From an optimization exercise on the open Yosys and OpenROAD flow, aimed at small area, a short achievable clock period and few clock cycles; shortcuts taken in it are not production practice. The RTL was checked by simulation tests, not by an equivalence proof against the original design. Power and IR drop assume default switching activity.

--- flow/design.v ---
module Register #(N = 16)
(
    input   logic           Clk, Reset,
    input   logic           Load,
    input   logic   [N-1:0] In,
    output  logic   [N-1:0] Out
);
    logic   [N-1:0] Next;
    always_ff @(posedge Clk) begin
        Out <= Next;
    end
    always_comb begin
        Next = Out;
        if (Reset)
            Next = {N{1'b0}};
        else if (Load)
            Next = In;
    end
endmodule
module RShiftRegister #(N = 16)
(
    input   logic           Clk, Reset,
    input   logic           Load,
    input   logic           ShiftEnable,
    input   logic           ShiftIn,
    input   logic   [N-1:0] In,
    output  logic           ShiftOut,
    output  logic   [N-1:0] Out
);
    logic   [N-1:0] Next;
    always_ff @(posedge Clk) begin
        Out <= Next;
    end
    always_comb begin
        Next = Out;
        if (Reset)
            Next = {N{1'b0}};
        else if (Load)
            Next = In;
        else if (ShiftEnable)
            Next = { ShiftIn, Out[N-1:1] };
    end
    assign ShiftOut = Out[0];
endmodule
module Mux_2to1 #(N = 16)
(
    input   logic           Select,
    input   logic   [N-1:0] In0, In1,
    output  logic   [N-1:0] Out
);
    always_comb begin
        case (Select)
            1'b0:   Out = In0;
            1'b1:   Out = In1;
        endcase
    end
endmodule
module Mux_4to1 #(N = 16)
(
    input   logic   [1:0]   Select,
    input   logic   [N-1:0] In0, In1, In2, In3,
    output  logic   [N-1:0] Out
);
    always_comb begin
        case (Select)
            2'b00:  Out = In0;
            2'b01:  Out = In1;
            2'b10:  Out = In2;
            2'b11:  Out = In3;
        endcase
    end
endmodule
module Mux_8to1 #(N = 16)
(
    input   logic   [2:0]   Select,
    input   logic   [N-1:0] In0, In1, In2, In3, In4, In5, In6, In7,
    output  logic   [N-1:0] Out
);
    always_comb begin
        case (Select)
            3'b000: Out = In0;
            3'b001: Out = In1;
            3'b010: Out = In2;
            3'b011: Out = In3;
            3'b100: Out = In4;
            3'b101: Out = In5;
            3'b110: Out = In6;
            3'b111: Out = In7;
        endcase
    end
endmodule
module DeMux_1to8 #(N = 16)
(
    input   logic   [2:0]   Select,
    input   logic   [N-1:0] In,
    output  logic   [N-1:0] Out0, Out1, Out2, Out3, Out4, Out5, Out6, Out7
);
    always_comb begin
        Out0 = {N{1'b0}};
        Out1 = {N{1'b0}};
        Out2 = {N{1'b0}};
        Out3 = {N{1'b0}};
        Out4 = {N{1'b0}};
        Out5 = {N{1'b0}};
        Out6 = {N{1'b0}};
        Out7 = {N{1'b0}};
        case (Select)
            3'b000: Out0 = In;
            3'b001: Out1 = In;
            3'b010: Out2 = In;
            3'b011: Out3 = In;
            3'b100: Out4 = In;
            3'b101: Out5 = In;
            3'b110: Out6 = In;
            3'b111: Out7 = In;
        endcase
    end
endmodule
module MuxOneHot_5to1 #(N = 16)
(
    input   logic   [4:0]   Select,
    input   logic   [N-1:0] In0, In1, In2, In3, In4,
    output  logic   [N-1:0] Out
);
    always_comb begin
        unique case (Select)
            5'b00001:   Out = In0;
            5'b00010:   Out = In1;
            5'b00100:   Out = In2;
            5'b01000:   Out = In3;
            5'b10000:   Out = In4;
            default:    Out = {N{1'b0}};
        endcase
    end
endmodule
module ALU
(
    input   logic   [1:0]   Fn,
    input   logic   [15:0]  A, B,
    output  logic   [15:0]  Out
);
    always_comb begin
        case (Fn)
            2'b00:  Out = A + B;     
            2'b01:  Out = A & B;     
            2'b10:  Out = ~A;        
            2'b11:  Out = A;         
        endcase
    end
endmodule
module RegisterFile
(
    input   logic           Clk, Reset,
    input   logic           LD_REG,              
    input   logic   [2:0]   DR, SR1, SR2,        
    input   logic   [15:0]  In,                  
    output  logic   [15:0]  SR1_Out, SR2_Out     
);
    logic           R0_Ld,  R1_Ld,  R2_Ld,  R3_Ld,  R4_Ld,  R5_Ld,  R6_Ld,  R7_Ld;
    logic   [15:0]  R0_In,  R1_In,  R2_In,  R3_In,  R4_In,  R5_In,  R6_In,  R7_In;
    logic   [15:0]  R0_Out, R1_Out, R2_Out, R3_Out, R4_Out, R5_Out, R6_Out, R7_Out;
    Register        _R0(.Clk(Clk), .Reset(Reset), .In(R0_In), .Out(R0_Out), .Load(R0_Ld));
    Register        _R1(.Clk(Clk), .Reset(Reset), .In(R1_In), .Out(R1_Out), .Load(R1_Ld));
    Register        _R2(.Clk(Clk), .Reset(Reset), .In(R2_In), .Out(R2_Out), .Load(R2_Ld));
    Register        _R3(.Clk(Clk), .Reset(Reset), .In(R3_In), .Out(R3_Out), .Load(R3_Ld));
    Register        _R4(.Clk(Clk), .Reset(Reset), .In(R4_In), .Out(R4_Out), .Load(R4_Ld));
    Register        _R5(.Clk(Clk), .Reset(Reset), .In(R5_In), .Out(R5_Out), .Load(R5_Ld));
    Register        _R6(.Clk(Clk), .Reset(Reset), .In(R6_In), .Out(R6_Out), .Load(R6_Ld));
    Register        _R7(.Clk(Clk), .Reset(Reset), .In(R7_In), .Out(R7_Out), .Load(R7_Ld));
    DeMux_1to8      _DRSelect
    (
        .In(In),
        .Out0(R0_In),
        .Out1(R1_In),
        .Out2(R2_In),
        .Out3(R3_In),
        .Out4(R4_In),
        .Out5(R5_In),
        .Out6(R6_In),
        .Out7(R7_In),
        .Select(DR)
    );
    DeMux_1to8 #(1) _LDSelect
    (
        .In(LD_REG),
        .Out0(R0_Ld),
        .Out1(R1_Ld),
        .Out2(R2_Ld),
        .Out3(R3_Ld),
        .Out4(R4_Ld),
        .Out5(R5_Ld),
        .Out6(R6_Ld),
        .Out7(R7_Ld),
        .Select(DR)
    );
    Mux_8to1        _SR1_OutMux
    (
        .In0(R0_Out),
        .In1(R1_Out),
        .In2(R2_Out),
        .In3(R3_Out),
        .In4(R4_Out),
        .In5(R5_Out),
        .In6(R6_Out),
        .In7(R7_Out),
        .Out(SR1_Out),
        .Select(SR1)
    );
    Mux_8to1        _SR2_OutMux
    (
        .In0(R0_Out),
        .In1(R1_Out),
        .In2(R2_Out),
        .In3(R3_Out),
        .In4(R4_Out),
        .In5(R5_Out),
        .In6(R6_Out),
        .In7(R7_Out),
        .Out(SR2_Out),
        .Select(SR2)
    );
endmodule
module Multiplier
(
    input   logic           Clk, Reset,
    input   logic           Run,
    input   logic   [7:0]   A, B,
    output  logic           Ready,
    output  logic   [15:0]  Out
);
    logic   [8:0]   Sum;             
    logic   [8:0]   MUL;             
    logic   [7:0]   A_Out, B_Out;    
    logic   [8:0]   A_Out_SEXT;      
    logic   [7:0]   AMUX_Out;        
    logic           A0;              
    logic           X;               
    logic           M;               
    logic           LD_A;            
    logic           LD_B;            
    logic           LD_MUL;          
    logic           LD_X;            
    logic           CLR_A;           
    logic           SH;              
    logic           AMUX;            
    logic           ADDMUX;          
    assign LD_X = M & LD_A;          
    assign AMUX = M;                 
    assign Out = { A_Out, B_Out };   
    RShiftRegister #(8) _A
    (
        .Clk(Clk),
        .Reset(Reset | CLR_A),   
        .In(AMUX_Out),
        .Out(A_Out),
        .Load(LD_A),             
        .ShiftIn(X),
        .ShiftOut(A0),
        .ShiftEnable(SH)
    );
    RShiftRegister #(8) _B
    (
        .Clk(Clk),
        .Reset(Reset),
        .In(B),
        .Out(B_Out),
        .Load(LD_B),             
        .ShiftIn(A0),
        .ShiftOut(M),
        .ShiftEnable(SH)
    );
    Register #(9)       _MUL
    (
        .Clk(Clk),
        .Reset(Reset),
        .In({ {1{A[7]}}, A }),    
        .Out(MUL),
        .Load(LD_MUL)
    );
    Register #(1)       _X
    (
        .Clk(Clk),
        .Reset(Reset | CLR_A),   
        .In(Sum[8]),
        .Out(X),
        .Load(LD_X)
    );
    Mux_2to1 #(8)       _AMUX
    (
        .In0(A_Out),
        .In1(Sum[7:0]),
        .Out(AMUX_Out),
        .Select(AMUX)
    );
    assign A_Out_SEXT = { {1{A_Out[7]}}, A_Out };    
    Mux_2to1 #(9)       _ADDMUX
    (
        .In0(A_Out_SEXT + MUL),  
        .In1(A_Out_SEXT - MUL),  
        .Out(Sum),
        .Select(ADDMUX)
    );
    logic   [3:0]   Counter, Counter_Next;
    logic           Done;
    enum logic [1:0]
    {
        Wait,
        Load,
        Multiply,
        Halt
    } State, Next_State;
    always_ff @(posedge Clk) begin
        if (Reset) begin
            Counter <= 4'h0;
            State <= Wait;
        end
        else begin
            Counter <= Counter_Next;
            State <= Next_State;
        end
    end
    always_comb begin
        Next_State = State;
        case (State)
            Wait:       Next_State = (Run) ? Load : Wait;
            Load:       Next_State = Multiply;
            Multiply:   Next_State = (Done) ? Halt : Multiply;
            Halt:       Next_State = Wait;
        endcase
    end
    always_comb begin
        CLR_A = 1'b0;
        LD_A = 1'b0;
        LD_B = 1'b0;
        LD_MUL = 1'b0;
        ADDMUX = 1'b0;
        SH = 1'b0;
        Ready = 1'b0;
        Done = 1'b0;
        Counter_Next = Counter;
        case (State)
            Wait: begin
            end
            Load: begin
                CLR_A = 1'b1;
                LD_B = 1'b1;
                LD_MUL = 1'b1;
                Counter_Next = 4'h0;
            end
            Multiply: begin
                if (Counter == 4'hE) begin
                    ADDMUX = 1'b1;
                end
                if (Counter == 4'hF) begin
                    Done = 1'b1;
                    SH = 1'b1;
                end
                else begin
                    Counter_Next = Counter + 4'h1;
                    if (Counter % 2 == 0)
                        LD_A = 1'b1;
                    else
                        SH = 1'b1;
                end
            end
            Halt: begin
                Ready = 1'b1;
            end
        endcase
    end
endmodule
module Datapath
(
    input   logic           Clk, Reset,
    input   logic   [15:0]  In,                                                   
    input   logic           LD_MAR, LD_MDR, LD_IR, LD_BEN, LD_REG, LD_CC, LD_PC,  
    input   logic           GatePC, GateMDR, GateMUL, GateALU, GateMARMUX,        
    input   logic           ADDR1MUX,                                             
    input   logic   [1:0]   ADDR2MUX, PCMUX, DRMUX, SR1MUX,                       
    input   logic           SR2MUX, MARMUX,                                       
    input   logic   [1:0]   ALUK,                                                 
    input   logic           MIO_EN,                                               
    input   logic           MUL_EN,                                               
    output  logic   [15:0]  Out,                                                  
    output  logic   [15:0]  Address,                                              
    output  logic           MUL_R,                                                
    output  logic           BEN,                                                  
    output  logic           IR_5,                                                 
	output  logic           IR_11,												  
    output  logic   [3:0]   IR_15_12,                                             
    output  logic   [15:0]  PC, IR,  
    input   logic   [15:0]  PC_In    
);
    logic   [15:0]  Bus;                                 
    logic   [3:0]   Gate;                                
    logic   [15:0]  MAR, MDR ;                    
    logic   [2:0]   SR1MUX_Out, DRMUX_Out;               
    logic   [15:0]  SR2MUX_Out;                          
    logic   [15:0]  MARMUX_Out, MDRMUX_Out, PCMUX_Out;   
    logic   [15:0]  ADDR1MUX_Out, ADDR2MUX_Out;          
    logic   [15:0]  ALU;                                 
    logic   [15:0]  MUL;                                 
    logic   [15:0]  SR1, SR2;                            
    logic           BEN_In;                              
    logic           N, Z, P;                             
    logic           N_In, Z_In, P_In;                    
    assign IR_5     = IR[5];
	assign IR_11	= IR[11];
    assign IR_15_12 = IR[15:12];
    assign Out      = MDR;                               
    assign Address  = MAR;                               
    assign N_In = Bus[15];
    assign Z_In = (Bus == 16'h0000) ? 1'b1 : 1'b0;
    assign P_In = ~N_In & ~Z_In;
    assign BEN_In = (IR[11] & N) | (IR[10] & Z) | (IR[9] & P);
    Register        _MAR
    (
        .Clk(Clk),
        .Reset(Reset),
        .In(Bus),
        .Out(MAR),
        .Load(LD_MAR)
    );
    Register        _MDR
    (
        .Clk(Clk),
        .Reset(Reset),
        .In(MDRMUX_Out),
        .Out(MDR),
        .Load(LD_MDR)
    );
    Register        _IR
    (
        .Clk(Clk),
        .Reset(Reset),
        .In(Bus),
        .Out(IR),
        .Load(LD_IR)
    );
    Register        _PC
    (
        .Clk(Clk),
        .Reset(Reset),
        .In(PCMUX_Out),
        .Out(PC),
        .Load(LD_PC)
    );
    Register #(1)   _BEN
    (
        .Clk(Clk),
        .Reset(Reset),
        .In(BEN_In),
        .Out(BEN),
        .Load(LD_BEN)
    );
    Register #(1)   _N
    (
        .Clk(Clk),
        .Reset(Reset),
        .In(N_In),
        .Out(N),
        .Load(LD_CC)
    );
    Register #(1)   _Z
    (
        .Clk(Clk),
        .Reset(Reset),
        .In(Z_In),
        .Out(Z),
        .Load(LD_CC)
    );
    Register #(1)   _P
    (
        .Clk(Clk),
        .Reset(Reset),
        .In(P_In),
        .Out(P),
        .Load(LD_CC)
    );
    RegisterFile    _GenPurposeRegs
    (
        .Clk(Clk),
        .Reset(Reset),
        .In(Bus),
        .LD_REG(LD_REG),
        .DR(DRMUX_Out),
        .SR1(SR1MUX_Out),
        .SR2(IR[2:0]),
        .SR1_Out(SR1),
        .SR2_Out(SR2)
    );
    ALU             _ALU
    (
        .A(SR1),
        .B(SR2MUX_Out),
        .Fn(ALUK),
        .Out(ALU)
    );
    Multiplier      _MUL
    (
        .Clk(Clk),
        .Reset(Reset),
        .A(SR1[7:0]),
        .B(SR2MUX_Out[7:0]),
        .Out(MUL),
        .Run(MUL_EN),
        .Ready(MUL_R)
    );
    Mux_4to1 #(3)   _DRMUX
    (
        .In0(IR[11:9]),
        .In1(3'b111),
        .In2(3'b110),
        .In3(3'b000),    
        .Out(DRMUX_Out),
        .Select(DRMUX)
    );
    Mux_4to1 #(3)   _SR1MUX
    (
        .In0(IR[11:9]),
        .In1(IR[8:6]),
        .In2(3'b110),
        .In3(3'b000),    
        .Out(SR1MUX_Out),
        .Select(SR1MUX)
    );
    Mux_2to1        _SR2MUX
    (
        .In0(SR2),
        .In1({ {11{IR[4]}}, IR[4:0] }),  
        .Out(SR2MUX_Out),
        .Select(SR2MUX)
    );
    Mux_4to1        _PCMUX
    (
        .In0(PC + 16'd1),
        .In1(Bus),
        .In2(ADDR1MUX_Out + ADDR2MUX_Out),
        .In3(PC_In),      
        .Out(PCMUX_Out),
        .Select(PCMUX)
    );
    Mux_2to1        _ADDR1MUX
    (
        .In0(PC),
        .In1(SR1),
        .Out(ADDR1MUX_Out),
        .Select(ADDR1MUX)
    );
    Mux_4to1        _ADDR2MUX
    (
        .In0(16'h0000),
        .In1({ {10{IR[ 5]}}, IR[ 5:0] }),    
        .In2({ { 7{IR[ 8]}}, IR[ 8:0] }),    
        .In3({ { 5{IR[10]}}, IR[10:0] }),    
        .Out(ADDR2MUX_Out),
        .Select(ADDR2MUX)
    );
    Mux_2to1        _MARMUX
    (
        .In0({ {8{1'b0}}, IR[7:0] }),        
        .In1(ADDR1MUX_Out + ADDR2MUX_Out),
        .Out(MARMUX_Out),
        .Select(MARMUX)
    );
    Mux_2to1        _MDRMUX
    (
        .In0(Bus),
        .In1(In),
        .Out(MDRMUX_Out),
        .Select(MIO_EN)
    );
    MuxOneHot_5to1  _GateMux
    (
        .In0(MARMUX_Out),
        .In1(ALU),
        .In2(MUL),
        .In3(MDR),
        .In4(PC),
        .Out(Bus),
        .Select({ GatePC, GateMDR, GateMUL, GateALU, GateMARMUX })
    );
endmodule
module ControlUnit
(
    input   logic           Clk, Reset,
    input   logic           Run, Continue, Step,
    input   logic           DoHalt,
    input   logic           MUL_R,
    input   logic           BEN,
    input   logic           IR_5,
    input   logic           IR_11,
    input   logic   [3:0]   IR_15_12,
    output  logic           LD_MAR, LD_MDR, LD_IR, LD_BEN, LD_REG, LD_CC, LD_PC,
    output  logic           GatePC, GateMDR, GateMUL, GateALU, GateMARMUX,
    output  logic           ADDR1MUX,
    output  logic   [1:0]   ADDR2MUX, PCMUX, DRMUX, SR1MUX,
    output  logic           SR2MUX, MARMUX,
    output  logic   [1:0]   ALUK,
    output  logic           MIO_EN, R_W,
    output  logic           MUL_EN,
    output  logic           Halted, Paused, InvalidOp,   
    output  logic   [3:0]   Opcode   
);
    assign Opcode = IR_15_12;
    assign SR2MUX = IR_5;
    enum logic [7:0]
    {
        State_00        = 8'd0,
        State_01        = 8'd1,
        State_02        = 8'd2,
        State_03        = 8'd3,
        State_04        = 8'd4,
        State_05        = 8'd5,
        State_06        = 8'd6,
        State_07        = 8'd7,
        State_09        = 8'd9,
        State_10        = 8'd10,
        State_11        = 8'd11,
        State_12        = 8'd12,
        State_13        = 8'd013,
        State_13_nR     = 8'd113,
        State_13_R      = 8'd213,
        State_14        = 8'd14,
        State_15        = 8'd15,
        State_16_nR1    = 8'd016,    
        State_16_nR2    = 8'd116,
        State_16_R      = 8'd216,    
        State_18        = 8'd18,
        State_20        = 8'd20,
        State_21        = 8'd21,
        State_22        = 8'd22,
        State_23        = 8'd23,
        State_24_nR1    = 8'd024,
        State_24_nR2    = 8'd124,
        State_24_R      = 8'd224,
        State_25_nR1    = 8'd025,
        State_25_nR2    = 8'd125,
        State_25_R      = 8'd225,
        State_26        = 8'd26,
        State_27        = 8'd27,
        State_28_nR1    = 8'd028,
        State_28_nR2    = 8'd128,
        State_28_R      = 8'd228,
        State_29_nR1    = 8'd029,
        State_29_nR2    = 8'd129,
        State_29_R      = 8'd229,
        State_30        = 8'd30,
        State_31        = 8'd31,
        State_32        = 8'd32,
        State_33_nR1    = 8'd033,
        State_33_nR2    = 8'd133,
        State_33_R      = 8'd233,
        State_35        = 8'd35,
        INVALID         = 8'd253,
        START           = 8'd254,
        HALT            = 8'd255
    } State, Next_State;
    always_ff @(posedge Clk) begin
        if (Reset || DoHalt)
            State <= HALT;
        else
            State <= Next_State;
    end
    always_comb begin
        Next_State = State;      
        case (State)
            State_18:       Next_State = State_33_nR1;
            State_33_nR1:   Next_State = State_33_nR2;
            State_33_nR2:   Next_State = State_33_R;
            State_33_R:     Next_State = State_35;
            State_35: begin
                if (Step && ~Continue)
                    Next_State = State_35;
                else
                    Next_State = State_32;
            end
            State_32: begin
                if (Step && Continue)
                    Next_State = State_32;
                else begin
                    case (Opcode)
                        4'b0000:    Next_State = State_00;       
                        4'b0001:    Next_State = State_01;       
                        4'b0010:    Next_State = State_02;       
                        4'b0011:    Next_State = State_03;       
                        4'b0100:    Next_State = State_04;       
                        4'b0101:    Next_State = State_05;       
                        4'b0110:    Next_State = State_06;       
                        4'b0111:    Next_State = State_07;       
                        4'b1001:    Next_State = State_09;       
                        4'b1010:    Next_State = State_10;       
                        4'b1011:    Next_State = State_11;       
                        4'b1100:    Next_State = State_12;       
                        4'b1101:    Next_State = State_13;       
                        4'b1110:    Next_State = State_14;       
                        4'b1111:    Next_State = State_15;       
                        default:    Next_State = INVALID;        
                    endcase
                end
            end
            State_00:       Next_State = (BEN) ? State_22 : State_18;    
            State_22:       Next_State = State_18;
            State_01:       Next_State = State_18;
            State_02:       Next_State = State_25_nR1;
            State_03:       Next_State = State_23;
            State_04:       Next_State = (IR_11) ? State_21 : State_20;  
            State_20:       Next_State = State_18;
            State_21:       Next_State = State_18;
            State_05:       Next_State = State_18;
            State_06:       Next_State = State_25_nR1;
            State_07:       Next_State = State_23;
            State_09:       Next_State = State_18;
            State_10:       Next_State = State_24_nR1;
            State_24_nR1:   Next_State = State_24_nR2;
            State_24_nR2:   Next_State = State_24_R;
            State_24_R:     Next_State = State_26;
            State_26:       Next_State = State_25_nR1;
            State_11:       Next_State = State_29_nR1;
            State_29_nR1:   Next_State = State_29_nR2;
            State_29_nR2:   Next_State = State_29_R;
            State_29_R:     Next_State = State_31;
            State_31:       Next_State = State_23;
            State_12:       Next_State = State_18;
            State_13:       Next_State = State_13_nR;
            State_13_nR:    Next_State = (MUL_R) ? State_13_R : State_13_nR;
            State_13_R:     Next_State = State_18;
            State_14:       Next_State = State_18;
            State_15:       Next_State = State_28_nR1;
            State_28_nR1:   Next_State = State_28_nR2;
            State_28_nR2:   Next_State = State_28_R;
            State_28_R:     Next_State = State_30;
            State_30:       Next_State = State_18;
            State_23:       Next_State = State_16_nR1;
            State_16_nR1:   Next_State = State_16_nR2;
            State_16_nR2:   Next_State = State_16_R;
            State_16_R:     Next_State = State_18;
            State_25_nR1:   Next_State = State_25_nR2;
            State_25_nR2:   Next_State = State_25_R;
            State_25_R:     Next_State = State_27;
            State_27:       Next_State = State_18;
            INVALID: begin
                if (Continue)
                    Next_State = HALT;
                else
                    Next_State = INVALID;
            end
            START: begin
                if (~Run)
                    Next_State = State_18;
                else
                    Next_State = START;
            end
            HALT: begin
                if (Run)
                    Next_State = START;
                else
                    Next_State = HALT;
            end
        endcase
    end
    always_comb begin
        LD_MAR      = 1'b0;
        LD_MDR      = 1'b0;
        LD_IR       = 1'b0;
        LD_BEN      = 1'b0;
        LD_REG      = 1'b0;
        LD_CC       = 1'b0;
        LD_PC       = 1'b0;
        GatePC      = 1'b0;
        GateMDR     = 1'b0;
        GateMUL     = 1'b0;
        GateALU     = 1'b0;
        GateMARMUX  = 1'b0;
        ADDR1MUX    = 1'b0;
        ADDR2MUX    = 2'b00;
        PCMUX       = 2'b00;
        DRMUX       = 2'b00;
        SR1MUX      = 2'b00;
        MARMUX      = 1'b0;
        ALUK        = 2'b00;
        MIO_EN      = 1'b0;
        R_W         = 1'b0;
        MUL_EN      = 1'b0;
        Halted      = 1'b0;
        Paused      = 1'b0;
        InvalidOp   = 1'b0;
        case (State)
            State_18: begin 
                GatePC = 1'b1;       
                LD_MAR = 1'b1;       
                PCMUX = 2'b00;       
                LD_PC = 1'b1;        
            end
            State_33_nR1:
                MIO_EN = 1'b1;       
            State_33_nR2:
                MIO_EN = 1'b1;       
            State_33_R: begin 
                MIO_EN = 1'b1;       
                LD_MDR = 1'b1;       
            end
            State_35: begin 
                GateMDR = 1'b1;      
                LD_IR = 1'b1;        
                Paused = 1'b1;
            end
            State_32:
                LD_BEN = 1'b1;       
            State_00: begin
            end
            State_22: begin
                ADDR1MUX = 1'b0;
                ADDR2MUX = 2'b10;
                PCMUX = 2'b10;
                LD_PC = 1'b1;
            end
            State_01: begin
                DRMUX = 2'b00;
                SR1MUX = 2'b01;
                ALUK = 2'b00;
                GateALU = 1'b1;
                LD_REG = 1'b1;
                LD_CC = 1'b1;
            end
            State_02: begin
                ADDR1MUX = 1'b0;
                ADDR2MUX = 2'b10;
                MARMUX = 1'b1;
                GateMARMUX = 1'b1;
                LD_MAR = 1'b1;
            end
            State_03: begin
                ADDR1MUX = 1'b0;
                ADDR2MUX = 2'b10;
                MARMUX = 1'b1;
                GateMARMUX = 1'b1;
                LD_MAR = 1'b1;
            end
            State_04: begin
                DRMUX = 2'b01;
                GatePC = 1'b1;
                LD_REG = 1'b1;
            end
            State_20: begin
                SR1MUX = 2'b01;
                ADDR1MUX = 1'b1;
                ADDR2MUX = 2'b00;
                PCMUX = 2'b10;
                LD_PC = 1'b1;
            end
            State_21: begin
                PCMUX = 2'b10;
                ADDR1MUX = 1'b0;
                ADDR2MUX = 2'b11;
                LD_PC = 1'b1;
            end
            State_05: begin
                DRMUX = 2'b00;
                SR1MUX = 2'b01;
                ALUK = 2'b01;
                GateALU = 1'b1;
                LD_REG = 1'b1;
                LD_CC = 1'b1;
            end
            State_06: begin
                SR1MUX = 2'b01;
                ADDR1MUX = 1'b1;
                ADDR2MUX = 2'b01;
                MARMUX = 1'b1;
                GateMARMUX = 1'b1;
                LD_MAR = 1'b1;
            end
            State_07: begin
                SR1MUX = 2'b01;
                ADDR1MUX = 1'b1;
                ADDR2MUX = 2'b01;
                MARMUX = 1'b1;
                GateMARMUX = 1'b1;
                LD_MAR = 1'b1;
            end
            State_09: begin
                DRMUX = 2'b00;
                SR1MUX = 2'b01;
                ALUK = 2'b10;
                GateALU = 1'b1;
                LD_REG = 1'b1;
                LD_CC = 1'b1;
            end
            State_10: begin
                ADDR1MUX = 1'b0;
                ADDR2MUX = 2'b10;
                MARMUX = 1'b1;
                GateMARMUX = 1'b1;
                LD_MAR = 1'b1;
            end
            State_24_nR1: begin
                MIO_EN = 1'b1;
            end
            State_24_nR2: begin
                MIO_EN = 1'b1;
            end
            State_24_R: begin
                MIO_EN = 1'b1;
                LD_MDR = 1'b1;
            end
            State_26: begin
                GateMDR = 1'b1;
                LD_MAR = 1'b1;
            end
            State_11: begin
                ADDR1MUX = 1'b0;
                ADDR2MUX = 2'b10;
                MARMUX = 1'b1;
                GateMARMUX = 1'b1;
                LD_MAR = 1'b1;
            end
            State_29_nR1: begin
                MIO_EN = 1'b1;
            end
            State_29_nR2: begin
                MIO_EN = 1'b1;
            end
            State_29_R: begin
                MIO_EN = 1'b1;
                LD_MDR = 1'b1;
            end
            State_31: begin
                LD_MAR = 1'b1;
                GateMDR = 1'b1;
            end
            State_12: begin
                SR1MUX = 2'b01;
                ADDR1MUX = 1'b1;
                ADDR2MUX = 2'b00;
                PCMUX = 2'b10;
                LD_PC = 1'b1;
            end
            State_13: begin
                SR1MUX = 2'b01;
                MUL_EN = 1'b1;
            end
            State_13_nR: begin
                SR1MUX = 2'b01;
            end
            State_13_R: begin
                DRMUX = 2'b00;
                GateMUL = 1'b1;
                LD_REG = 1'b1;
                LD_CC = 1'b1;
            end
            State_14: begin
                DRMUX = 2'b00;
                ADDR1MUX = 1'b0;
                ADDR2MUX = 2'b10;
                MARMUX = 1'b1;
                GateMARMUX = 1'b1;
                LD_REG = 1'b1;
                LD_CC = 1'b1;
            end
            State_15: begin
                MARMUX = 1'b0;
                GateMARMUX = 1'b1;
                LD_MAR = 1'b1;
            end
            State_28_nR1: begin
                MIO_EN = 1'b1;
                DRMUX = 2'b01;
                GatePC = 1'b1;
                LD_REG = 1'b1;
            end
            State_28_nR2: begin
                MIO_EN = 1'b1;
                DRMUX = 2'b01;
                GatePC = 1'b1;
                LD_REG = 1'b1;
            end
            State_28_R: begin
                MIO_EN = 1'b1;
                DRMUX = 2'b01;
                GatePC = 1'b1;
                LD_REG = 1'b1;
                LD_MDR = 1'b1;
            end
            State_30: begin
                GateMDR = 1'b1;
                PCMUX = 2'b01;
                LD_PC = 1'b1;
            end
            State_23: begin
                SR1MUX = 2'b00;
                ALUK = 2'b11;
                GateALU = 1'b1;
                LD_MDR = 1'b1;
            end
            State_16_nR1: begin
                MIO_EN = 1'b1;
                R_W = 1'b1;
            end
            State_16_nR2: begin
                MIO_EN = 1'b1;
                R_W = 1'b1;
            end
            State_16_R: begin
                MIO_EN = 1'b0;
                R_W = 1'b0;
            end
            State_25_nR1: begin
                MIO_EN = 1'b1;
            end
            State_25_nR2: begin
                MIO_EN = 1'b1;
            end
            State_25_R: begin
                MIO_EN = 1'b1;
                LD_MDR = 1'b1;
            end
            State_27: begin
                GateMDR = 1'b1;
                LD_REG = 1'b1;
                LD_CC = 1'b1;
            end
            INVALID:
                InvalidOp = 1'b1;
            HALT: begin
                Halted = 1'b1;
                PCMUX = 2'b11;   
                LD_PC = 1'b1;
                LD_CC = 1'b1;
            end
        endcase
    end
endmodule
module MemoryControlUnit
(
    input   logic           Clk, Reset,
    input   logic           MIO_EN,
    input   logic           R_W,
    input   logic   [15:0]  Address,
    input   logic   [15:0]  Data_FromSRAM,
    input   logic   [15:0]  Data_FromCPU,
    input   logic   [15:0]  Data_FromKeyboard,
    input   logic           Keypress,
    input   logic           DisplayReady,
    output  logic           DisplayWE,
    output  logic           Mem_CE, Mem_OE, Mem_WE,
    output  logic           Mem_LB, Mem_UB,
    output  logic           DoHalt,
    output  logic   [15:0]  Data_ToSRAM,
    output  logic   [15:0]  Data_ToCPU,
    output  logic   [15:0]  Data_ToVideo
);
    logic           LD_KBSR;
    logic           LD_DDR;
    logic           LD_DSR;
    logic           CLR_KBSR;
    logic           CLR_DSR;
    logic   [15:0]  KBDR, KBSR;
    logic   [15:0]  DDR, DSR;
    logic           DisplayWE_Out;
    assign LD_KBSR = Keypress && Data_FromKeyboard != 16'h0000;
    assign LD_DSR = DisplayReady;
    logic   [1:0]   INMUX;
    assign Data_ToSRAM = Data_FromCPU;
    assign Data_ToVideo = DDR;
    assign Mem_CE = 1'b1;
    assign Mem_LB = 1'b1;
    assign Mem_UB = 1'b1;
    always_ff @(posedge Clk) begin
        if (Reset)
            DisplayWE <= 1'b0;
        else
            DisplayWE <= DisplayWE_Out;
    end
    always_comb begin
        CLR_KBSR        = 1'b0;
        CLR_DSR         = 1'b0;
        LD_DDR          = 1'b0;
        INMUX           = 2'b00;
        Mem_OE          = 1'b0;
        Mem_WE          = 1'b0;
        DisplayWE_Out   = 1'b0;
        DoHalt          = 1'b0;
        unique case (Address)
            16'hFE00: begin
                if (MIO_EN) begin
                    INMUX = 2'b01;
                end
            end
            16'hFE02: begin
                if (MIO_EN && !R_W) begin
                    INMUX = 2'b10;
                    CLR_KBSR = 1'b1;
                end
            end
            16'hFE04: begin
                if (MIO_EN && !R_W) begin
                    INMUX = 2'b11;
                end
            end
            16'hFE06: begin
                if (MIO_EN && R_W) begin
                    LD_DDR = 1'b1;
                    CLR_DSR = 1'b1;
                    DisplayWE_Out = 1'b1;
                end
            end
            16'hFFFF: begin
                if (MIO_EN && R_W)
                    DoHalt = 1'b1;
            end
            default : begin
                if (MIO_EN) begin
                    if (R_W)
                        Mem_WE = 1'b1;
                    else begin
                        Mem_OE = 1'b1;
                        INMUX = 2'b00;
                    end
                end
            end
        endcase
    end
    Register        _KBDR
    (
        .Clk(Clk),
        .Reset(Reset),
        .In(Data_FromKeyboard),
        .Out(KBDR),
        .Load(~KBSR[15])
    );
    Register        _KBSR
    (
        .Clk(Clk),
        .Reset(Reset | CLR_KBSR),
        .In(16'h8000),
        .Out(KBSR),
        .Load(LD_KBSR)
    );
    Register        _DDR
    (
        .Clk(Clk),
        .Reset(Reset),
        .In(Data_FromCPU),
        .Out(DDR),
        .Load(LD_DDR)
    );
    Register        _DSR
    (
        .Clk(Clk),
        .Reset(Reset | CLR_DSR),
        .In(16'h8000),
        .Out(DSR),
        .Load(LD_DSR)
    );
    Mux_4to1        _INMUX
    (
        .In0(Data_FromSRAM),
        .In1(KBSR),
        .In2(KBDR),
        .In3(DSR),
        .Out(Data_ToCPU),
        .Select(INMUX)
    );
endmodule
module Synchronizer #(N = 1)
(
    input   logic           Clk,
    input   logic   [N-1:0] In,
    output  logic   [N-1:0] Out
);
    always_ff @(posedge Clk) begin
        Out <= In;
    end
endmodule
module elc3_core
(
    input   logic           clk,
    input   logic           reset,
    input   logic           run,
    input   logic           cont,
    input   logic           step,
    input   logic   [15:0]  start_pc,
    output  logic           halted,
    output  logic           paused,
    output  logic           invalid_op,
    output  logic   [15:0]  pc,
    output  logic   [15:0]  ir,
    output  logic   [15:0]  mem_addr,
    output  logic           mem_oe,
    output  logic           mem_we,
    output  logic   [15:0]  mem_wdata,
    input   logic   [15:0]  mem_rdata,
    input   logic   [7:0]   key_data,
    input   logic           key_valid,
    input   logic           disp_ready,
    output  logic           disp_we,
    output  logic   [7:0]   disp_data
);
    logic s_halt, s_f, s_e, s_p, s_ml, s_ms, s_mi, s_mt, s_inv;
    logic n_halt, n_f, n_e, n_p, n_ml, n_ms, n_mi, n_mt, n_inv;
    logic [15:0] PC, A, IR, WD;
    logic [7:0][15:0] R;
    logic N, Z, P;
    assign P = ~N & ~Z;
    logic [2:0] pdr;         
    logic       pst;         
    logic       oe, we, dwe, haltf;
    logic [1:0] rsel;        
    logic io_hi, io_kbsr, io_kbdr, io_dsr, io_ddr, io_halt, io_any;
    assign io_hi   = A[15:9] == 7'h7F;
    assign io_kbsr = io_hi & A[8:0] == 9'h000;
    assign io_kbdr = io_hi & A[8:0] == 9'h002;
    assign io_dsr  = io_hi & A[8:0] == 9'h004;
    assign io_ddr  = io_hi & A[8:0] == 9'h006;
    assign io_halt = io_hi & A[8:0] == 9'h1FF;
    assign io_any  = io_hi & ((A[8:3] == 6'd0 & ~A[0]) | A[8:0] == 9'h1FF);
    assign oe    = ~s_ms & ~io_any;
    assign we    = s_ms & ~io_any;
    assign dwe   = s_ms & io_ddr;
    assign haltf = io_halt;
    assign rsel  = io_kbdr ? 2'd2 : io_dsr ? 2'd3 : (io_kbsr | io_ddr | io_halt) ? 2'd1 : 2'd0;
    logic       kbsr, dsr;
    assign halted     = s_halt;
    assign paused     = s_p;
    assign invalid_op = s_inv;
    assign pc         = PC;
    assign ir         = IR;
    assign mem_addr   = A;
    assign mem_oe     = oe;
    assign mem_we     = we;
    assign mem_wdata  = WD;
    assign disp_we    = dwe;
    assign disp_data  = WD[7:0];
    logic [15:0] mem_in;
    always_comb begin
        case (rsel)
            2'd0: mem_in = mem_rdata;
            2'd1: mem_in = {kbsr, 15'd0};
            2'd2: mem_in = {8'd0, key_data};
            default: mem_in = {dsr, 15'd0};
        endcase
    end
    logic [3:0] op;
    assign op = IR[15:12];
    logic o_br, o_add, o_ld, o_st, o_jsr, o_and, o_ldr, o_str, o_rti, o_not,
          o_ldi, o_sti, o_jmp, o_mul, o_lea, o_trap;
    assign o_br   = op == 4'd0;
    assign o_add  = op == 4'd1;
    assign o_ld   = op == 4'd2;
    assign o_st   = op == 4'd3;
    assign o_jsr  = op == 4'd4;
    assign o_and  = op == 4'd5;
    assign o_ldr  = op == 4'd6;
    assign o_str  = op == 4'd7;
    assign o_rti  = op == 4'd8;
    assign o_not  = op == 4'd9;
    assign o_ldi  = op == 4'd10;
    assign o_sti  = op == 4'd11;
    assign o_jmp  = op == 4'd12;
    assign o_mul  = op == 4'd13;
    assign o_lea  = op == 4'd14;
    assign o_trap = op == 4'd15;
    logic [2:0]  sr2a;       
    logic [15:0] sr1, sr2, op2;
    assign sr1  = R[IR[8:6]];
    assign sr2  = R[sr2a];
    assign op2  = IR[5] ? {{11{IR[4]}}, IR[4:0]} : sr2;
    logic        pd_base_sr1, pd_sr2;
    logic [15:0] base, offs, immv, sum;
    logic [3:0]  pd_imm;     
    assign immv = ({16{pd_imm[0]}} & {{11{IR[4]}}, IR[4:0]}) |
                  ({16{pd_imm[1]}} & {{10{IR[5]}}, IR[5:0]}) |
                  ({16{pd_imm[2]}} & {{7{IR[8]}}, IR[8:0]}) |
                  ({16{pd_imm[3]}} & {{5{IR[10]}}, IR[10:0]});
    assign offs = pd_sr2 ? sr2 : immv;
    assign base = pd_base_sr1 ? sr1 : PC;
    add16 u_add (.a(base), .b(offs), .s(sum));
    logic [15:0] a_xor_b, a_or_b;
    assign a_xor_b = base ^ offs;
    assign a_or_b  = base | offs;
    logic [1:0]  mcnt;
    logic        mlast;
    logic [2:0]  mdig;
    logic        b_one, b_two, b_neg;
    logic [9:0]  mh, mpp, mhn;
    logic [15:0] prod;
    assign mlast = mcnt == 2'd3;
    always_comb begin
        case (mcnt)
            2'd0: mdig = {op2[1:0], 1'b0};
            2'd1: mdig = op2[3:1];
            2'd2: mdig = op2[5:3];
            default: mdig = op2[7:5];
        endcase
    end
    assign b_one = mdig[1] ^ mdig[0];
    assign b_two = (mdig[2] & ~mdig[1] & ~mdig[0]) | (~mdig[2] & mdig[1] & mdig[0]);
    assign b_neg = mdig[2] & ~(mdig[1] & mdig[0]);
    assign mh    = (mcnt == 2'd0) ? 10'd0 : WD[15:6];
    assign mpp   = ((b_one ? {{2{sr1[7]}}, sr1[7:0]} : 10'd0) |
                    (b_two ? {sr1[7], sr1[7:0], 1'b0} : 10'd0)) ^ {10{b_neg}};
    add10 u_madd (.a(mh), .b(mpp), .cin(b_neg), .s(mhn));
    assign prod  = {mhn, WD[5:0]};
    logic [15:0] eres, andv;
    logic        sel_sum, sel_and, sel_not, sel_mul, sel_pc, sel_ld;
    assign andv    = sr1 & op2;
    assign sel_ld  = s_ml & ~reset;
    assign sel_and = s_e & o_and & ~reset;
    assign sel_not = s_e & o_not & ~reset;
    assign sel_mul = s_e & o_mul & ~reset;
    assign sel_pc  = s_e & (o_jsr | o_trap) & ~reset;
    assign sel_sum = s_e & (o_add | o_lea) & ~reset;
    assign eres = ({16{sel_and}} & andv) | ({16{sel_not}} & ~sr1) |
                  ({16{sel_mul}} & prod) | ({16{sel_pc}} & PC);
    logic z_sum, z_oth;
    assign z_sum = &(~(a_xor_b ^ {a_or_b[14:0], 1'b0}));    
    assign z_oth = ~|(eres | ({16{sel_ld}} & mem_in));
    logic ben;
    assign ben = (IR[11] & N) | (IR[10] & Z) | (IR[9] & P);
    logic e_mem, e_redirect, e_wr, e_cc;
    assign e_mem      = o_ld | o_st | o_ldr | o_str | o_ldi | o_sti;
    assign e_redirect = (o_br & ben) | o_jmp | (o_jsr & (IR[11] | IR[8:6] != 3'd7));
    assign e_wr       = o_add | o_and | o_not | o_mul | o_lea | o_jsr | o_trap;
    assign e_cc       = o_add | o_and | o_not | o_mul | o_lea;
    logic        wr_en, cc_en;
    logic [2:0]  wr_a;
    logic [15:0] wr_d;
    assign wr_en = (s_e & e_wr & (~o_mul | mlast)) | s_ml;
    assign cc_en = (s_e & e_cc & (~o_mul | mlast)) | s_ml;
    assign wr_a  = s_ml ? pdr : ((o_jsr | o_trap) ? 3'd7 : IR[11:9]);
    assign wr_d  = eres | ({16{sel_ld}} & mem_in) | ({16{sel_sum}} & sum);
    logic [15:0] PC1;
    inc16 u_inc (.a(PC), .s(PC1));
    logic [15:0] nA, nPC;
    logic refetch;
    logic a_start, a_pc1, a_sum, a_pc, a_min, a_vect, a_hold;
    assign refetch = A == PC;
    assign a_start = s_halt;
    assign a_pc1   = (s_f & ~run) | s_ml | (s_ms & ~haltf & ~refetch) |
                     (s_e & ~o_rti & ~o_trap & ~e_mem & ~e_redirect & (~o_mul | mlast));
    assign a_sum   = s_e & ~o_rti & ~o_trap & (e_mem | e_redirect);
    assign a_pc    = s_ms & ~haltf & refetch;
    assign a_min   = s_mi | s_mt;
    assign a_vect  = s_e & o_trap;
    assign a_hold  = ~(a_start | a_pc1 | a_sum | a_pc | a_min | a_vect);
    assign nPC = ({16{a_start}} & start_pc) | ({16{a_pc1}} & PC1) |
                 ({16{a_sum & e_redirect}} & sum) | ({16{s_mt}} & mem_in);
    assign nA = ({16{a_start}} & start_pc) | ({16{a_pc1}} & PC1) | ({16{a_sum}} & sum) |
                ({16{a_pc}} & PC) | ({16{a_min}} & mem_in) | ({16{a_vect}} & {8'd0, IR[7:0]}) |
                ({16{a_hold}} & A);
    logic        ld_ir, ld_pc;
    always_comb begin
        n_halt = 1'b0; n_f = 1'b0; n_e = 1'b0; n_p = 1'b0; n_ml = 1'b0;
        n_ms = 1'b0; n_mi = 1'b0; n_mt = 1'b0; n_inv = 1'b0;
        ld_ir = 1'b0;
        ld_pc = 1'b0;
        if (s_halt) begin
            ld_pc = 1'b1;
            if (run) n_f = 1'b1; else n_halt = 1'b1;
        end
        if (s_f) begin
            ld_ir = 1'b1;
            if (run) n_f = 1'b1;
            else begin
                ld_pc = 1'b1;
                if (step) n_p = 1'b1; else n_e = 1'b1;
            end
        end
        if (s_p) begin
            if (cont) n_e = 1'b1; else n_p = 1'b1;
        end
        if (s_e) begin
            if (o_rti) n_inv = 1'b1;
            else if (o_trap) begin
                n_mt = 1'b1;
            end else if (e_mem) begin
                ld_ir = 1'b1;
                if (o_ldi | o_sti) n_mi = 1'b1;
                else if (o_ld | o_ldr) n_ml = 1'b1;
                else n_ms = 1'b1;
            end else if (e_redirect) begin
                ld_pc = 1'b1;
                n_f = 1'b1;
            end else if (o_mul & ~mlast) begin
                n_e = 1'b1;
            end else begin
                ld_pc = 1'b1; ld_ir = 1'b1;
                if (step) n_p = 1'b1; else n_e = 1'b1;
            end
        end
        if (s_ml) begin
            ld_pc = 1'b1;
            if (step) n_p = 1'b1; else n_e = 1'b1;
        end
        if (s_ms) begin
            if (haltf) n_halt = 1'b1;
            else if (refetch) begin
                n_f = 1'b1;      
            end else begin
                ld_pc = 1'b1;
                if (step) n_p = 1'b1; else n_e = 1'b1;
            end
        end
        if (s_mi) begin
            if (pst) n_ms = 1'b1; else n_ml = 1'b1;
        end
        if (s_mt) begin
            ld_pc = 1'b1;
            n_f = 1'b1;
        end
        if (s_inv) begin
            if (cont) n_halt = 1'b1; else n_inv = 1'b1;
        end
    end
    always_ff @(posedge clk) begin
        if (reset) begin
            s_halt <= 1'b1; s_f <= 1'b0; s_e <= 1'b0; s_p <= 1'b0; s_ml <= 1'b0;
            s_ms <= 1'b0; s_mi <= 1'b0; s_mt <= 1'b0; s_inv <= 1'b0;
        end else begin
            s_halt <= n_halt; s_f <= n_f; s_e <= n_e; s_p <= n_p; s_ml <= n_ml;
            s_ms <= n_ms; s_mi <= n_mi; s_mt <= n_mt; s_inv <= n_inv;
        end
        A <= nA;
        if (ld_pc) PC <= nPC;
        if (ld_ir) begin
            IR   <= mem_in;
            sr2a <= (mem_in[13] & mem_in[12]) ? mem_in[11:9] : mem_in[2:0];
            pd_sr2 <= mem_in[15:12] == 4'd1 && !mem_in[5];
            pd_imm[0] <= mem_in[15:12] == 4'd1;
            pd_imm[1] <= mem_in[15:12] == 4'd6 || mem_in[15:12] == 4'd7;
            pd_imm[2] <= mem_in[15:12] != 4'd1 && mem_in[15:12] != 4'd6 &&
                         mem_in[15:12] != 4'd7 && mem_in[15:12] != 4'd4 &&
                         mem_in[15:12] != 4'd12;
            pd_imm[3] <= mem_in[15:12] == 4'd4 && mem_in[11];
            pd_base_sr1 <= mem_in[15:12] == 4'd1 || mem_in[15:12] == 4'd6 ||
                           mem_in[15:12] == 4'd7 || mem_in[15:12] == 4'd12 ||
                           (mem_in[15:12] == 4'd4 && !mem_in[11]);
        end
        if (s_e & e_mem) begin
            pdr <= IR[11:9];
            pst <= o_sti;
        end
        if (s_e & e_mem)
            WD <= sr2;
        else if (s_e & o_mul)
            WD <= {mhn[9], mhn[9], mhn[9:2], mhn[1:0], WD[5:2]};
        mcnt <= (s_e & o_mul) ? mcnt + 2'd1 : 2'd0;
    end
    always_ff @(posedge clk) begin
        if (s_halt) begin
            N <= 1'b0; Z <= 1'b1;
        end else if (cc_en) begin
            N <= wr_d[15];
            Z <= sel_sum ? z_sum : z_oth;
        end
    end
    logic [15:0] wr_d0;
    assign wr_d0 = wr_d;     
    genvar gi;
    generate
        for (gi = 0; gi < 8; gi++) begin : g_r
            always_ff @(posedge clk)
                if (reset | (wr_en & wr_a == gi)) R[gi] <= wr_d0;
        end
    endgenerate
    always_ff @(posedge clk) begin
        if (reset | (s_mi | s_ml | s_mt | s_f | s_e) & rsel == 2'd2)
            kbsr <= 1'b0;
        else if (key_valid && key_data != 8'd0)
            kbsr <= 1'b1;
        if (reset | dwe)
            dsr <= 1'b0;
        else if (disp_ready)
            dsr <= 1'b1;
    end
endmodule
module add16
(
    input   logic   [15:0]  a, b,
    output  logic   [15:0]  s
);
    logic [15:0] g0, p0, g1, p1, g2, p2, g3, p3, g4;
    assign g0 = a & b;
    assign p0 = a ^ b;
    assign g1 = g0 | (p0 & {g0[14:0], 1'b0});
    assign p1 = p0 & {p0[14:0], 1'b0};
    assign g2 = g1 | (p1 & {g1[13:0], 2'b0});
    assign p2 = p1 & {p1[13:0], 2'b0};
    assign g3 = g2 | (p2 & {g2[11:0], 4'b0});
    assign p3 = p2 & {p2[11:0], 4'b0};
    assign g4 = g3 | (p3 & {g3[7:0], 8'b0});
    assign s  = p0 ^ {g4[14:0], 1'b0};
endmodule
module add10
(
    input   logic   [9:0]   a, b,
    input   logic           cin,
    output  logic   [9:0]   s
);
    logic [10:0] g0, p0, g1, p1, g2, p2, g3, p3, g4;
    assign g0 = {a & b, cin};
    assign p0 = {a ^ b, 1'b0};
    assign g1 = g0 | (p0 & {g0[9:0], 1'b0});
    assign p1 = p0 & {p0[9:0], 1'b0};
    assign g2 = g1 | (p1 & {g1[8:0], 2'b0});
    assign p2 = p1 & {p1[8:0], 2'b0};
    assign g3 = g2 | (p2 & {g2[6:0], 4'b0});
    assign p3 = p2 & {p2[6:0], 4'b0};
    assign g4 = g3 | (p3 & {g3[2:0], 8'b0});
    assign s  = p0[10:1] ^ g4[9:0];
endmodule
module inc16
(
    input   logic   [15:0]  a,
    output  logic   [15:0]  s
);
    logic [15:0] c1, c2, c4, c8;
    assign c1 = {a[14:0], 1'b1};
    assign c2 = c1 & {c1[14:0], 1'b1};
    assign c4 = c2 & {c2[13:0], 2'b11};
    assign c8 = c4 & {c4[11:0], 4'hF};
    assign s  = a ^ (c8 & {c8[7:0], 8'hFF});
endmodule
--- flow/flow/run.sh ---
#!/bin/bash
set -euo pipefail
export SETUP_SLACK_MARGIN=5.6
export BUFFER_PORTS_ARGS="-buffer_cell sky130_fd_sc_hd__buf_2"
bash standard.sh > standard.log 2>&1
--- flow/standard.sh ---
#!/bin/bash
# synth_recipe.tcl (not shown) runs the flow's synth.tcl, then flattens the netlist and writes it again
# the make line also repeats each setting of config.mk as NAME=value (left out here)
make -C /OpenROAD-flow-scripts/flow DESIGN_CONFIG=/design/flow/config.mk WORK_HOME=/design/flow/orfs CLKGATE_MAP_FILE= SYNTH_SCRIPT=/design/flow/synth_recipe.tcl "${@:-finish}"
--- flow/config.mk ---
export PLATFORM = sky130hd
export DESIGN_NAME = elc3_core
export DESIGN_NICKNAME = elc3_core
export VERILOG_FILES = /design/flow/design.v
export SDC_FILE = /design/flow/constraint.sdc
export NUM_CORES = 4
export LEC_CHECK = 0
export ABC_AREA = 1
export CAP_MARGIN = 20
export CORE_MARGIN = 2
export CORE_UTILIZATION = 55
export PLACE_DENSITY = 0.72
export SLEW_MARGIN = 20
export TNS_END_PERCENT = 25
--- flow/constraint.sdc ---
create_clock -name core_clock -period 10.0 [get_ports {clk}]
set_input_delay 2.0000 -clock core_clock [delete_from_list [all_inputs] [get_ports {clk}]]
set_output_delay 2.0000 -clock core_clock [all_outputs]
set_load 0.01 [all_outputs]
==> flow_summary.toml, run 1 <==
[yosys]
yosys.area_share.xor_xnor_pct = 2.425
synthArstFlopShare_pct = 0
netlist.area_leader.share_pct = 38.33
synthFlopType = "edfxtp_1"
synthAdderAreaFrac_pct = 3.938
ys_seq_elements = 220
yosysSeqAreaShare_pct = 42.52
synthCells = 1916
synth_top_family_by_area = "simple AND/OR/NAND/NOR gates"
synthTopCellsByArea = "edfxtp_1 (38%), nand2_1 (9.8%), inv_1 (7.4%)"
synth_area_mm2 = 0.01481
synth_edf_count = 189
syn_nets = 2009
synth_compound_area_share_pct = 18.78
yosysWarnings = 1
synth.area.mux_share_pct = 0
yosysUniqueCellTypes = 60
yosysTopAreaCell = "edfxtp_1"
synthSimpleGateAreaFrac_pct = 21.59
syn_area_per_cell_um2 = 7.728

[floorplan]
die_h_um = 168.1
die_x_um = 168.1
coreArea_mm2 = 0.02673
dieArea_mm2 = 0.02825
start_util_pct = 55.40
boundaryPins = 125
num_rows = 60

[placed_design]
placed_area_mm2 = 0.01560
io_buffers = 124
gp_congestion = 1.039
hpwlAfterDp_mm = 36.58

[clock_tree]
hold_buffers = 0
ctsHtreeMaxLevel = 1
clkSinkCount = 220
cts_buffers = 25
cts_tree = "yes"
root_buffer = "clkbuf_16"
path_clk_slew_ns = 0.06
clk_path_buf_depth = 3
clk_latency_ns = 0.57

[global_route]
track_usage_pct = 35.16
overflow = 0
grt_pass1_wl_mm = 75.76
antenna_found_initial = 2
grt_max_degree = 93
grt_pass1_vias = 13130

[worst_setup_path]
cp-end-kind = "register"
cp_max_fo = 11
slowest_stage = "nor3b_1"
critPathLaunchType = "input pin"
criticalPathCategory = "in2reg"
cp.arrival_ns = 4.77
crit_chain = "buf_2, nor2_2, nand2_1, nor2_2, inv_1, nor2_4, inv_1, nor3b_1, nor2_1, nand2_1, nor2_1, nand2_1, nor2_1, nand3_1, nor2_1, nand2_1, nor2_1, nand3_1, nor2_1, nand2_1, nand2_1, nand2_1, nand2_1"
slowest_delay_ns = 0.31
required_ns = 10.45
crit_top_cell = "nand2_1"
r2r_slack_ns = 5.73

[run]
maxCapViolCount = 0

[power]
pwr-share-comb_pct = 25.2
power_switching_mw = 0.8885
p_per_area_mw_per_mm2 = 155.2
ir_drop_uv = 122.7
p_int_mw = 1.755
pwr-share-clk_pct = 32.9
pwr-share-seq_pct = 41.9
p_leak_nw = 7.603
sw_frac_of_total_pct = 33.62

[finish]
nFillCells = 2371
n_antenna_cell = 0
multi_input_area_mm2 = 0.007156
finalNetCount = 2128
regArea_mm2 = 0.006296
final_layout_size_suffix_gt1_share_pct = 15.68
syn2layout_area_growth_pct = 15.00
fin_area_mm2 = 0.01703

[worst_hold_path]
hold_path_class = "reg2reg"

[sta]
worst_pin_slew_ns = 1.227
period_share_pct = 43.13
final_hold_viol_count = 0
fin_setup_tns_ns = 0
min_period_ns = 4.313
skew_ns = 0.02024
rsz0062_at_grt = "yes"
final_max_slew_viol_count = 0
fmax_mhz = 231.8
whs_ns = 0.4654
setup_viol = 0
slew_headroom_pct = 17.32

[outcome]
status = "finished clean"

[detailed_routing]
drtIter0Drc = 2209
first_pass_iters = 6
wire_per_inst_um = 22.10
antenna_left = 0
remaining_drc_errors = 0
via_per_inst = 6.205
via_count = 14860
wl_mm = 52.92
-- worst max-delay path, delay by kind of cell --
family / cells / cell delay [ns]
buffers and inverters: 3 / 0.62
AND/OR/NAND/NOR: 20 / 2.13
-- logic make-up after synthesis --
kind of cell,after synthesis
AO/OA/AOI/OAI,472
flip-flops,220
XOR/XNOR,41
buffers and inverters,389
adder cells (fa/ha/maj),46
AND/OR/NAND/NOR,748
-- synth_stat cells (31+ instances only) --
cell      number
o211ai_1      31
dfxtp_1       31
a21oi_1      152
xor2_1        31
nand2_1      388
inv_1        291
nand3_1      139
o21ai_0      172
clkbuf_1      38
nor2_1       151
edfxtp_1     189
ha_1          45
-- power by group through the flow --
stage	clock network (mW)	registers [mW]	logic, mW
after floorplan	0	1.11	0.399
after global placement	0	1.12	0.579
after detailed placement	0	1.12	0.585
after CTS	0.867	1.10	0.599
after global routing	0.908	1.11	0.717
final	0.869	1.11	0.666
-- final cells by class --
| class | instances | area share, % |
|---|---|---|
| Multi-Input combinational cell | 1307 | 42.02 |
| Tap cell | 341 | 2.506 |
| Sequential cell | 220 | 36.98 |
| Timing Repair Buffer | 175 | 6.826 |
| Clock inverter | 15 | 0.6393 |
| Timing Repair inverter | 2 | 0.1029 |
| Inverter | 304 | 7.120 |
| Clock buffer | 31 | 3.806 |
-- per-stage QoR --
step                      util [%]  std cells  setup WS, ns  power, mW
after CTS                    61.73       2366         5.609      2.570
after detailed placement     58.36       2316         4.589      1.708
after floorplan                  -       1916         6.183      1.510
after global routing         63.71       2395         5.501      2.736
after global placement       58.36       2316         4.688      1.702
final                        63.71       2395         5.687      2.643
-- final timing paths --
check,from,end,depth (start not counted)
min,mcnt[0],mcnt[0],1
max reg2reg,sr2a[2],Z,28
min reg2reg,mcnt[0],mcnt[0],1
max,reset,Z,23
-- layout by cell type, fill, tap and decap left out, types with 4 or more instances in the layout --
master,Yosys,final
xnor2_1,10,10
a221oi_1,7,7
clkinv_1,2,7
nor2_1,151,147
nand3_1,139,137
nor2_2,3,7
a22oi_1,9,9
a21oi_1,152,145
nand2_1,388,373
buf_2,25,124
o21ai_1,11,17
o211ai_1,31,31
ha_1,45,42
buf_12,1,4
nand2_2,12,25
a32oi_1,8,8
edfxtp_1,189,189
clkbuf_16,0,29
clkinv_2,0,8
nor4_1,4,4
buf_6,3,5
xor2_1,31,29
o21ai_0,172,153
buf_4,13,37
o31ai_1,4,4
nor3_1,22,22
o221ai_1,16,16
o2111ai_1,9,9
dfxtp_1,31,31
o22ai_1,17,15
clkbuf_1,38,6
a211oi_1,9,7
nand4_1,7,7
o21ai_2,1,13
inv_2,11,9
a21oi_2,2,8
nand3_2,7,9
inv_1,291,285
-- registers in the layout, summed over array words and instances (netlist names), 2 cells and up --
name,count
A,16
IR,16
PC,16
R,128
WD,16
mcnt,2
pd_imm,4
pdr,3
sr2a,3
-- timing repair --
item	4_1_cts	5_1_grt
cloned	0	9
pin swaps	0	17
setup endpoints to repair	130	81
gates resized for setup	36	69
buffers inserted	4	19
-- routing by layer --
metal  global-route usage (%)  vias up  part of all wire (%)
li1                         -     6726                     -
met1                    49.78     6919                    39
met2                    53.04     1046                    43
met3                    7.922      169                    13
met4                    13.12        2                   4.3
met5                        0        -                 0.025
Testbench counts, summed over its fixed seeds: cycles 232,092.
==> run 2: changes to the inputs <==
--- a/flow/config.mk
+++ b/flow/config.mk
@@ -13,2 +13,2 @@
 export SLEW_MARGIN = 20
-export TNS_END_PERCENT = 25
+export TNS_END_PERCENT = 0
==> flow_summary.toml, run 2 <==
[outcome]
status = "finished clean"

[finish]
syn2layout_area_growth_pct = 15.28
finalNetCount = 2129
n_antenna_cell = 0
multi_input_area_mm2 = 0.007186
final_layout_size_suffix_gt1_share_pct = 16.11
finish.utilization_pct = 63.87
final_cell_mix = "nand2_1 (370), inv_1 (284), edfxtp_1 (189), o21ai_0 (153), nor2_1 (148)"
top_register = "R"
layout_commonest_cell = "nand2_1"
regArea_mm2 = 0.006296
largest_register_ffs = 128
nFillCells = 2353

[floorplan]
coreArea_mm2 = 0.02673
num_rows = 60
die_h_um = 168.1
start_util_pct = 55.40
dieArea_mm2 = 0.02825
boundaryPins = 125
die_x_um = 168.1

[worst_hold_path]
hold_path_class = "reg2reg"

[sta]
fmax_mhz = 233.1
rsz0062_at_grt = "yes"
worst_pin_slew_ns = 1.246
setup_viol = 0
skew_ns = 0.02262
slew_headroom_pct = 16.02
final_max_slew_viol_count = 0
fin_setup_tns_ns = 0
min_period_ns = 4.290
period_share_pct = 42.90
final_hold_viol_count = 0

[global_route]
antenna_found_initial = 2
overflow = 0
grt_max_degree = 93
grt_pass1_wl_mm = 75.75
grt_pass1_vias = 13130
track_usage_pct = 35.15

[clock_tree]
ctsHtreeMaxLevel = 1
hold_buffers = 0
cts_buffers = 25
cts_tree = "yes"
clk_path_buf_depth = 3
root_buffer = "clkbuf_16"
clkSinkCount = 220
clk_latency_ns = 0.56
path_clk_slew_ns = 0.06

[yosys]
yosysTopAreaCell = "edfxtp_1"
synthArstFlopShare_pct = 0
synth_most_common_cell = "nand2_1"
synth_area_mm2 = 0.01481
synthFlopType = "edfxtp_1"
yosysWarnings = 1
synth_common_cells = "nand2_1 (388), inv_1 (291), edfxtp_1 (189)"
syn_nets = 2009
synthTopCellsByArea = "edfxtp_1 (38%), nand2_1 (9.8%), inv_1 (7.4%)"
yosysUniqueCellTypes = 60
netlist.area_leader.share_pct = 38.33
yosysSeqAreaShare_pct = 42.52
synthCells = 1916
synth_edf_count = 189
syn_area_per_cell_um2 = 7.728
ys_seq_elements = 220

[worst_setup_path]
critPathLaunchType = "input pin"
criticalPathCategory = "in2reg"
cp-end-kind = "register"
cp_max_fo = 11
cp.arrival_ns = 4.74
required_ns = 10.45

[power]
ir_drop_uv = 119.6
p_per_area_mw_per_mm2 = 154.7
p_leak_nw = 7.616

[detailed_routing]
wire_per_inst_um = 22.23
remaining_drc_errors = 0
via_per_inst = 6.212
wl_mm = 53.26
drtIter0Drc = 2142
antenna_left = 0
first_pass_iters = 6
via_count = 14880

[placed_design]
hpwlAfterDp_mm = 36.58
gp_congestion = 1.039
io_buffers = 124

[run]
maxCapViolCount = 0
## run 2: cell counts after synthesis
No cell type changed its count.
## run 2: final timing paths
check	from	endpoint	slack, ns	cells past startpoint
setup / recovery	reset	Z	5.71	23
setup reg to reg	sr2a[0]	Z	5.74	34
hold / removal	mcnt[0]	mcnt[0]	0.47	1
hold reg to reg	mcnt[0]	mcnt[0]	0.47	1
## run 2: logic make-up after synthesis
group | synth area share [%]
AND/OR/NAND/NOR | 21.59
XOR/XNOR | 2.425
AO/OA/AOI/OAI | 18.78
buffers and inverters | 10.74
flip-flops | 42.52
adder cells (fa/ha/maj) | 3.938
## run 2: metal layers
layer | GRT usage, % | vias up | wire (µm)
met5 | 0 | - | 13
met4 | 13.12 | 2 | 2048
met3 | 7.922 | 158 | 6861
met2 | 53.04 | 1019 | 23200
met1 | 49.76 | 6980 | 21140
li1 | - | 6725 | -
## run 2: repair_timing
item,in CTS,in global routing
gates resized for setup,30,85
endpoints found under the setup margin,130,89
setup buffers,4,20
cloned,0,9
pin swaps,0,22
## run 2: power by group
group | internal (mW) | switching (mW)
registers | 1.05 | 0.0563
clock network | 0.487 | 0.380
logic | 0.216 | 0.450
total | 1.75 | 0.886
## run 2: area by class of cell
type,instances,share of cell area [%]
multi-input combinational,1307,42.10
sequential,220,36.89
timing repair inverter,1,0.06597
clock buffer,31,3.797
timing repair buffer,177,6.927
clock inverter,15,0.6377
inverter,304,7.088
tap,341,2.500
## run 2: critical path: stages
cell	delay, ns
buf_2	0.19
nor2_2	0.25
nand2_1	0.11
nor2_2	0.27
inv_1	0.23
nor2_4	0.24
inv_1	0.20
nor3b_1	0.31
nor2_1	0.10
nand2_1	0.07
nor2_1	0.04
nand2_1	0.05
nor2_1	0.07
nand3_1	0.07
nor2_1	0.05
nand2_1	0.07
nor2_1	0.07
nand3_1	0.09
nor2_1	0.05
nand2_1	0.06
nand2_1	0.05
nand2_1	0.05
nand2_1	0.04
## run 2: through the flow
step                power (mW)  hold slack (ns)  worst slack, ns  std cells  area (µm²)
global route             2.737           0.4847            5.527       2396       17070
finish                   2.641           0.4683            5.710       2396       17070
CTS                      2.569           0.4750            5.526       2366       16480
global placement         1.702           0.4472            4.688       2316       15600
floorplan                1.510           0.4332            6.183       1916       14810
detailed placement       1.708           0.4634            4.589       2316       15600
==> run 3: changes to the inputs <==
--- a/flow/config.mk
+++ b/flow/config.mk
@@ -13,2 +13,2 @@
 export SLEW_MARGIN = 20
-export TNS_END_PERCENT = 0
+export TNS_END_PERCENT = 100
==> flow_summary.toml, run 3 <==
[outcome]
status = "finished clean"

[floorplan]
die_x_um = 168.1
num_rows = 60
dieArea_mm2 = 0.02825
boundaryPins = 125
coreArea_mm2 = 0.02673
die_h_um = 168.1
start_util_pct = 55.40

[finish]
finalNetCount = 2128
fin_area_mm2 = 0.01703
n_antenna_cell = 0
largest_register_ffs = 128
syn2layout_area_growth_pct = 15.00
top_register = "R"
finish.utilization_pct = 63.71
final_layout_size_suffix_gt1_share_pct = 15.68
layout_commonest_cell = "nand2_1"
final_cell_mix = "nand2_1 (373), inv_1 (285), edfxtp_1 (189), o21ai_0 (153), nor2_1 (147)"

[clock_tree]
root_buffer = "clkbuf_16"
path_clk_slew_ns = 0.06
clkSinkCount = 220
clk_path_buf_depth = 3
ctsHtreeMaxLevel = 1
clk_latency_ns = 0.57
cts_tree = "yes"
hold_buffers = 0
cts_buffers = 25

[yosys]
yosysUniqueCellTypes = 60
syn_nets = 2009
yosysWarnings = 1
syn_area_per_cell_um2 = 7.728
synth_most_common_cell = "nand2_1"
yosysTopAreaCell = "edfxtp_1"
synth_area_mm2 = 0.01481
ys_seq_elements = 220
yosysSeqAreaShare_pct = 42.52
netlist.area_leader.share_pct = 38.33
synth_edf_count = 189
synth_common_cells = "nand2_1 (388), inv_1 (291), edfxtp_1 (189)"
synthFlopType = "edfxtp_1"
synthCells = 1916
synthTopCellsByArea = "edfxtp_1 (38%), nand2_1 (9.8%), inv_1 (7.4%)"
synthArstFlopShare_pct = 0

[global_route]
grt_pass1_vias = 13130
antenna_found_initial = 2
track_usage_pct = 35.16
grt_max_degree = 93
grt_pass1_wl_mm = 75.76
overflow = 0

[placed_design]
hpwlAfterDp_mm = 36.58
gp_congestion = 1.039
io_buffers = 124
placed_area_mm2 = 0.01560

[sta]
skew_ns = 0.02024
fmax_mhz = 231.8
slew_headroom_pct = 17.32
final_max_slew_viol_count = 0
fin_setup_tns_ns = 0
whs_ns = 0.4654
final_hold_viol_count = 0
min_period_ns = 4.313
rsz0062_at_grt = "yes"
period_share_pct = 43.13
worst_pin_slew_ns = 1.227
setup_viol = 0

[detailed_routing]
first_pass_iters = 6
maxUsedRoutingLayer = "met5"
wl_met2_mm = 22.94
via_count = 14860
dr_wl_met3_mm = 6.893
remaining_drc_errors = 0
wire_per_inst_um = 22.10
wl_mm = 52.92
antenna_left = 0
drtIter0Drc = 2209
wl_met1_mm = 20.82
via_per_inst = 6.205

[run]
maxCapViolCount = 0

[power]
p_leak_nw = 7.603
sw_frac_of_total_pct = 33.62
ir_drop_uv = 122.7
power_switching_mw = 0.8885
pwr-share-seq_pct = 41.9
p_per_area_mw_per_mm2 = 155.2
pwr-share-comb_pct = 25.2
power_mw = 2.643
pwr-share-clk_pct = 32.9
p_int_mw = 1.755

[worst_setup_path]
cp_max_fo = 11
cp-end-kind = "register"
r2r_slack_ns = 5.73
required_ns = 10.45
cp.arrival_ns = 4.77
critPathLaunchType = "input pin"
criticalPathCategory = "in2reg"

[worst_hold_path]
hold_path_class = "reg2reg"
[run 3: cell counts after synthesis]
No cell type changed its count.
[run 3: timing repair]
action | CTS | global route
gates cloned | 0 | 9
buffers inserted | 4 | 19
resized for setup | 36 | 69
pin swaps | 0 | 17
setup endpoints to repair | 130 | 81
[run 3: critical path, stage by stage]
cell     delay (ns)
buf_2          0.19
nor2_2         0.25
nand2_1        0.12
nor2_2         0.28
inv_1          0.23
nor2_4         0.24
inv_1          0.20
nor3b_1        0.31
nor2_1         0.10
nand2_1        0.07
nor2_1         0.04
nand2_1        0.05
nor2_1         0.07
nand3_1        0.08
nor2_1         0.05
nand2_1        0.07
nor2_1         0.06
nand3_1        0.08
nor2_1         0.05
nand2_1        0.06
nand2_1        0.06
nand2_1        0.05
nand2_1        0.04
[run 3: final cells by class]
cell class	instances	area, µm²
Fill cell	2371	9698
Multi-Input combinational cell	1307	7156
Sequential cell	220	6296
Inverter	304	1212
Timing Repair Buffer	175	1162
Clock buffer	31	648.1
Tap cell	341	426.7
Clock inverter	15	108.9
Timing Repair inverter	2	17.52
[run 3: layer usage]
metal	global-route usage, %	vias to the layer above
met5	0	-
met2	53.04	1046
li1	-	6726
met1	49.78	6919
met3	7.922	169
met4	13.12	2
[run 3: worst paths after layout]
kind,from,endpoint,depth (start not counted)
setup / recovery,reset,Z,23
hold / removal,mcnt[0],mcnt[0],1
setup reg to reg,sr2a[2],Z,28
hold reg to reg,mcnt[0],mcnt[0],1
[run 3: logic make-up (layout without fill, tap and decap cells)]
group | Yosys count | after routing | share of synthesized area (%)
AOI/OAI and AO/OA | 472 | 472 | 18.78
and+or+nand+nor | 748 | 748 | 21.59
adders and majority gates | 46 | 46 | 3.938
DFF | 220 | 220 | 42.52
buffers and inverters | 389 | 527 | 10.74
xor gates and xnor gates | 41 | 41 | 2.425
[run 3: power by group through the flow]
stage	clock, mW	sequential (mW)	combinational, mW
after floorplan	0	1.11	0.399
after global placement	0	1.12	0.579
after detailed placement	0	1.12	0.585
after CTS	0.867	1.10	0.599
after global routing	0.908	1.11	0.717
final	0.869	1.11	0.666
[run 3: through the flow]
step,setup WS [ns],std cells
after floorplan,6.183,1916
after global placement,4.688,2316
after detailed placement,4.589,2316
after CTS,5.609,2366
after global routing,5.501,2395
final,5.687,2395

-- static timing again, ports no longer ideal --
In the flow no input, the clock included, has a driving cell. The finished layouts below were timed again as built, in two steps. Step 1 (the two cells are an assumption about what drives the block):
set clk [get_ports {clk}]
set_driving_cell -lib_cell sky130_fd_sc_hd__clkbuf_16 $clk
set_driving_cell -lib_cell sky130_fd_sc_hd__buf_2 [delete_from_list [all_inputs] $clk]
Step 2 adds t to the input delays and takes it off the output delays; t is the mean of the earliest and latest rising clock arrival at the registers after step 1. Input paths then give back, and output paths get back, about the clock's delay inside the block. a / b / c = ideal / step 1 / step 2; a / b = the first two.
| run | shift t [ns] | setup WS [ns] | worst slew at a driven data input, ns |
|---|---|---|---|
| run 1 | 0.613 | 5.687 / 5.723 / 5.110 | 0.05 |
| run 2 | 0.607 | 5.710 / 5.741 / 5.139 | 0.05 |
| run 3 | 0.613 | 5.687 / 5.723 / 5.110 | 0.05 |
After both steps every run listed still meets setup and hold.
